This design comes from an exercise in tuning for small area, a short achievable clock period and few clock cycles on the open sky130 flow, not from production work. RTL that was checked went through simulation tests only; none was proved equivalent to the original. Power figures rest on the tool's default switching activity, not on a simulated workload.

Setup of run a:
==> flow/design.v <==
module arbiter (
	input        clk,
	input        reset,
	input  [3:0] req,
	input        ack,           
	output [3:0] gnt,
	output [3:0] gnt_w
	);
	reg  [1:0] last;            
	wire [3:0] e  = 4'b0001 << last;
	wire [3:0] p1 = ~{e[2], e[1], e[0], e[3]};
	wire [3:0] p2 = e | {e[0], e[3], e[2], e[1]};
	wire [3:0] p3 = e;
	rr_grant u0 (.req(req), .p1(p1), .p2(p2), .p3(p3), .gnt(gnt));
	rr_grant u2 (.req(req), .p1(p1), .p2(p2), .p3(p3), .gnt(gnt_w));
	always @(posedge clk) begin
	  if (reset)
	    last <= 2'd3;
	  else if (ack && |req)
	    last <= {gnt[3] | gnt[2], gnt[3] | gnt[1]};
	end
endmodule
module rr_grant (
	input  [3:0] req,
	input  [3:0] p1,
	input  [3:0] p2,
	input  [3:0] p3,
	output [3:0] gnt
	);
	genvar m;
	generate
	  for (m = 0; m < 4; m = m + 1) begin : gm
	    assign gnt[m] = req[m] & ~((req[(m + 3) % 4] & p1[m]) |
	                               (req[(m + 2) % 4] & p2[m]) |
	                               (req[(m + 1) % 4] & p3[m]));
	  end
	endgenerate
endmodule
module crossbar (
	input clk,                                        
	input reset,                                      
	input  master_0_req,				  
	output master_0_ack,                              
	input  master_0_cmd,				  
	output master_0_resp,                             
	input  [31:0] master_0_addr,                      
	input  [31:0] master_0_wdata,                     
	output [31:0] master_0_rdata,                     
	input  master_1_req,				
	output master_1_ack,
	input  master_1_cmd,				
	output master_1_resp,
	input  [31:0] master_1_addr,
	input  [31:0] master_1_wdata,
	output [31:0] master_1_rdata,
	input  master_2_req,
	output master_2_ack,
	input  master_2_cmd,
	output master_2_resp,
	input  [31:0] master_2_addr,
	input  [31:0] master_2_wdata,
	output [31:0] master_2_rdata,
	input  master_3_req,
	output master_3_ack,
	input  master_3_cmd,
	output master_3_resp,
	input  [31:0] master_3_addr,
	input  [31:0] master_3_wdata,
	output [31:0] master_3_rdata,
	output slave_0_req,
	input  slave_0_ack,
	output slave_0_cmd,
	input  slave_0_resp,
	input  [31:0] slave_0_rdata,
	output [31:0] slave_0_wdata,
	output [31:0] slave_0_addr,
	output slave_1_req,
	input  slave_1_ack,
	output slave_1_cmd,
	input  slave_1_resp,
	input  [31:0] slave_1_rdata,
	output [31:0] slave_1_wdata,
	output [31:0] slave_1_addr,
	output slave_2_req,
	input  slave_2_ack,
	output slave_2_cmd,
	input  slave_2_resp,
	input  [31:0] slave_2_rdata,
	output [31:0] slave_2_wdata,
	output [31:0] slave_2_addr,
	output slave_3_req,
	input  slave_3_ack,
	output slave_3_cmd,
	input  slave_3_resp,
	input  [31:0] slave_3_rdata,
	output [31:0] slave_3_wdata,
	output [31:0] slave_3_addr
	);
	wire [3:0]  m_req   = {master_3_req, master_2_req, master_1_req, master_0_req};
	wire [3:0]  m_cmd   = {master_3_cmd, master_2_cmd, master_1_cmd, master_0_cmd};
	wire [31:0] m_addr [0:3];
	wire [31:0] m_wdata[0:3];
	assign m_addr[0] = master_0_addr;  assign m_wdata[0] = master_0_wdata;
	assign m_addr[1] = master_1_addr;  assign m_wdata[1] = master_1_wdata;
	assign m_addr[2] = master_2_addr;  assign m_wdata[2] = master_2_wdata;
	assign m_addr[3] = master_3_addr;  assign m_wdata[3] = master_3_wdata;
	wire [3:0]  s_ack   = {slave_3_ack, slave_2_ack, slave_1_ack, slave_0_ack};
	wire [3:0]  s_resp  = {slave_3_resp, slave_2_resp, slave_1_resp, slave_0_resp};
	wire [31:0] s_rdata[0:3];
	assign s_rdata[0] = slave_0_rdata;
	assign s_rdata[1] = slave_1_rdata;
	assign s_rdata[2] = slave_2_rdata;
	assign s_rdata[3] = slave_3_rdata;
	wire [3:0] sel [0:3];
	genvar s, m, b;
	generate
	  for (m = 0; m < 4; m = m + 1) begin : md
	    assign sel[m] = 4'b0001 << m_addr[m][31:30];
	  end
	endgenerate
	wire [3:0] r [0:3];
	wire [3:0] g [0:3];
	wire [3:0] gw [0:3];           
	generate
	  for (s = 0; s < 4; s = s + 1) begin : sl
	    for (m = 0; m < 4; m = m + 1) begin : ms
	      assign r[s][m] = m_req[m] & sel[m][s];
	    end
	    arbiter arb (
	      .clk(clk), .reset(reset),
	      .req(r[s]), .ack(s_ack[s]), .gnt(g[s]), .gnt_w(gw[s])
	    );
	  end
	endgenerate
	wire [3:0]  sl_req, sl_cmd;
	wire [31:0] sl_addr [0:3];
	wire [31:0] sl_wdata[0:3];
	generate
	  for (s = 0; s < 4; s = s + 1) begin : so
	    assign sl_req[s] = |r[s];
	    assign sl_cmd[s] = |(g[s] & m_cmd);
	    assign sl_addr[s][31:30] = sl_req[s] ? s : 2'b00;
	    for (b = 0; b < 30; b = b + 1) begin : ab
	      andor4 u (.g(g[s]), .d({m_addr[3][b], m_addr[2][b], m_addr[1][b], m_addr[0][b]}), .y(sl_addr[s][b]));
	    end
	    for (b = 0; b < 32; b = b + 1) begin : wb
	      andor4 u (.g(gw[s]), .d({m_wdata[3][b], m_wdata[2][b], m_wdata[1][b], m_wdata[0][b]}), .y(sl_wdata[s][b]));
	    end
	  end
	endgenerate
	assign slave_0_req = sl_req[0]; assign slave_0_cmd = sl_cmd[0];
	assign slave_1_req = sl_req[1]; assign slave_1_cmd = sl_cmd[1];
	assign slave_2_req = sl_req[2]; assign slave_2_cmd = sl_cmd[2];
	assign slave_3_req = sl_req[3]; assign slave_3_cmd = sl_cmd[3];
	assign slave_0_addr = sl_addr[0]; assign slave_0_wdata = sl_wdata[0];
	assign slave_1_addr = sl_addr[1]; assign slave_1_wdata = sl_wdata[1];
	assign slave_2_addr = sl_addr[2]; assign slave_2_wdata = sl_wdata[2];
	assign slave_3_addr = sl_addr[3]; assign slave_3_wdata = sl_wdata[3];
	wire [3:0] m_ack;
	generate
	  for (m = 0; m < 4; m = m + 1) begin : ma
	    assign m_ack[m] = (g[0][m] & s_ack[0]) | (g[1][m] & s_ack[1])
	                    | (g[2][m] & s_ack[2]) | (g[3][m] & s_ack[3]);
	  end
	endgenerate
	assign master_0_ack = m_ack[0];
	assign master_1_ack = m_ack[1];
	assign master_2_ack = m_ack[2];
	assign master_3_ack = m_ack[3];
	reg  [3:0]  rpend;
	wire [3:0]  rv   [0:3];
	wire [31:0] m_rdata[0:3];
	always @(posedge clk) begin
	  if (reset)
	    rpend <= 4'b0000;
	  else
	    rpend <= m_ack & ~m_cmd;
	end
	generate
	  for (m = 0; m < 4; m = m + 1) begin : mr
	    assign rv[m] = sel[m] & s_resp & {4{rpend[m]}};
	    for (b = 0; b < 32; b = b + 1) begin : rb
	      andor4 u (.g(rv[m]), .d({s_rdata[3][b], s_rdata[2][b], s_rdata[1][b], s_rdata[0][b]}), .y(m_rdata[m][b]));
	    end
	  end
	endgenerate
	assign master_0_resp = |rv[0]; assign master_0_rdata = m_rdata[0];
	assign master_1_resp = |rv[1]; assign master_1_rdata = m_rdata[1];
	assign master_2_resp = |rv[2]; assign master_2_rdata = m_rdata[2];
	assign master_3_resp = |rv[3]; assign master_3_rdata = m_rdata[3];
endmodule
module andor4 (
	input  [3:0] g,
	input  [3:0] d,
	output       y
	);
	assign y = |(g & d);
endmodule
Settings: LEC_CHECK=0, CAP_MARGIN=20, CELL_PAD_IN_SITES_DETAIL_PLACEMENT=1, CORE_AREA=5 5 295 295, CTS_BUF_LIST=sky130_fd_sc_hd__clkbuf_4 sky130_fd_sc_hd__clkbuf_8, DIE_AREA=0 0 300 300, PLACE_DENSITY=0.35, SETUP_SLACK_MARGIN=1.5, SLEW_MARGIN=20, SYNTH_HIERARCHICAL=1, SYNTH_MINIMUM_KEEP_SIZE=0; clock period 6.0 ns.
standard.sh (not shown) runs the stock make flow with config.mk's settings and CLKGATE_MAP_FILE= SYNTH_SCRIPT=/design/flow/synth_recipe.tcl, a recipe that flattens the netlist after the stock synthesis.
==> flow/flow/run.sh <==
#!/bin/bash
# Standard ORFS layout; the only change is the cell used for the port
# buffers (a plain buffer instead of the delay cell buffer_ports picks).
set -euo pipefail
BUF=${PORT_BUF:-sky130_fd_sc_hd__buf_1}
bash standard.sh "BUFFER_PORTS_ARGS=-buffer_cell $BUF" finish > flow_make.log 2>&1
Run a: all stages complete, timing, DRC and antenna checks passed
diff inputs: run a => run b
--- a/flow/design.v
+++ b/flow/design.v
@@ -2,40 +2,29 @@
 	input        clk,
 	input        reset,
 	input  [3:0] req,
 	input        ack,           
-	output [3:0] gnt,
-	output [3:0] gnt_w
+	output [3:0] gnt
 	);
 	reg  [1:0] last;            
-	wire [3:0] e  = 4'b0001 << last;
-	wire [3:0] p1 = ~{e[2], e[1], e[0], e[3]};
-	wire [3:0] p2 = e | {e[0], e[3], e[2], e[1]};
-	wire [3:0] p3 = e;
-	rr_grant u0 (.req(req), .p1(p1), .p2(p2), .p3(p3), .gnt(gnt));
-	rr_grant u2 (.req(req), .p1(p1), .p2(p2), .p3(p3), .gnt(gnt_w));
+	wire [3:0] e = 4'b0001 << last;
+	genvar m;
+	generate
+	  for (m = 0; m < 4; m = m + 1) begin : gm
+	    wire p1 = ~e[(m + 3) % 4];
+	    wire p2 = e[m] | e[(m + 1) % 4];
+	    wire p3 = e[m];
+	    assign gnt[m] = req[m] & ~((req[(m + 3) % 4] & p1) |
+	                               (req[(m + 2) % 4] & p2) |
+	                               (req[(m + 1) % 4] & p3));
+	  end
+	endgenerate
 	always @(posedge clk) begin
 	  if (reset)
 	    last <= 2'd3;
 	  else if (ack && |req)
 	    last <= {gnt[3] | gnt[2], gnt[3] | gnt[1]};
 	end
-endmodule
-module rr_grant (
-	input  [3:0] req,
-	input  [3:0] p1,
-	input  [3:0] p2,
-	input  [3:0] p3,
-	output [3:0] gnt
-	);
-	genvar m;
-	generate
-	  for (m = 0; m < 4; m = m + 1) begin : gm
-	    assign gnt[m] = req[m] & ~((req[(m + 3) % 4] & p1[m]) |
-	                               (req[(m + 2) % 4] & p2[m]) |
-	                               (req[(m + 1) % 4] & p3[m]));
-	  end
-	endgenerate
 endmodule
 module crossbar (
 	input clk,                                        
 	input reset,                                      
@@ -119,17 +108,16 @@
 	  end
 	endgenerate
 	wire [3:0] r [0:3];
 	wire [3:0] g [0:3];
-	wire [3:0] gw [0:3];           
 	generate
 	  for (s = 0; s < 4; s = s + 1) begin : sl
 	    for (m = 0; m < 4; m = m + 1) begin : ms
 	      assign r[s][m] = m_req[m] & sel[m][s];
 	    end
 	    arbiter arb (
 	      .clk(clk), .reset(reset),
-	      .req(r[s]), .ack(s_ack[s]), .gnt(g[s]), .gnt_w(gw[s])
+	      .req(r[s]), .ack(s_ack[s]), .gnt(g[s])
 	    );
 	  end
 	endgenerate
 	wire [3:0]  sl_req, sl_cmd;
@@ -143,9 +131,9 @@
 	    for (b = 0; b < 30; b = b + 1) begin : ab
 	      andor4 u (.g(g[s]), .d({m_addr[3][b], m_addr[2][b], m_addr[1][b], m_addr[0][b]}), .y(sl_addr[s][b]));
 	    end
 	    for (b = 0; b < 32; b = b + 1) begin : wb
-	      andor4 u (.g(gw[s]), .d({m_wdata[3][b], m_wdata[2][b], m_wdata[1][b], m_wdata[0][b]}), .y(sl_wdata[s][b]));
+	      andor4 u (.g(g[s]), .d({m_wdata[3][b], m_wdata[2][b], m_wdata[1][b], m_wdata[0][b]}), .y(sl_wdata[s][b]));
 	    end
 	  end
 	endgenerate
 	assign slave_0_req = sl_req[0]; assign slave_0_cmd = sl_cmd[0];
Notes after the runs:
No stage failed in run b, and the final checks on the layout all came back clean.
Looking at netlist area before placement, run b sits about 3% below run a.
Diff run a -> run b | power dissipated in the clock network | down by a little under 10%
Relative to run a, worst hold slack after final layout has increased by 41 ps in run b.
Delta (run b minus run a): highest achievable clock rate has increased; global routing usage summed across all routing layers saw an increase; setup fix buffers added after clock tree synthesis has increased; residual DRC count stayed essentially flat; setup slack shows an increase of 32 ps.
Part of the total power dissipated in the clock network: run b vs run a down 0.6 points
Total leakage power of run b is on par with run a.
The final area on run a is in line with that on run b.
Run b gives more total routed wirelength than run a did.
On average detailed-routed wire length per instance, the higher figure sits with run b, not run a.
| first-pass GRT wire length | run b vs run a | worse |
Testbench counts of run b, summed over its fixed seeds: cycles 3,369.
The RTL of run a was laid out without a check of its function.

-- re-timing with driven ports --
The flow's constraints put no driver on any port. The routed layouts listed below were extracted and timed again, unchanged, in two steps.
Step 1 sets driving cells, clkbuf_16 on the clock port and buf_2 on the other inputs (assumed; they add their load-dependent delay and slew).
Step 2 adds t to the input delays and takes it off the output delays; t is the mean of the earliest and latest rising clock arrival at the registers after step 1. Input paths then give back, and output paths get back, about the clock's delay inside the block.
Slacks: ideal ports / drivers / drivers and shift; pairs: ideal ports / drivers.
run | t, ns | setup WS [ns] | clock arrival spread, ns | worst register clock-pin slew, ns
run a | 0.295 | 1.520 / 1.406 / 1.406 | 0.003 / 0.003 | 0.06 / 0.06
run b | 0.267 | 1.552 / 1.451 / 1.451 | 0.004 / 0.005 | 0.06 / 0.06
After both steps every run listed still meets setup and hold. For run a, which loses most, drivers alone change the setup slack by -0.114 ns; drivers and shift together by -0.114 ns.
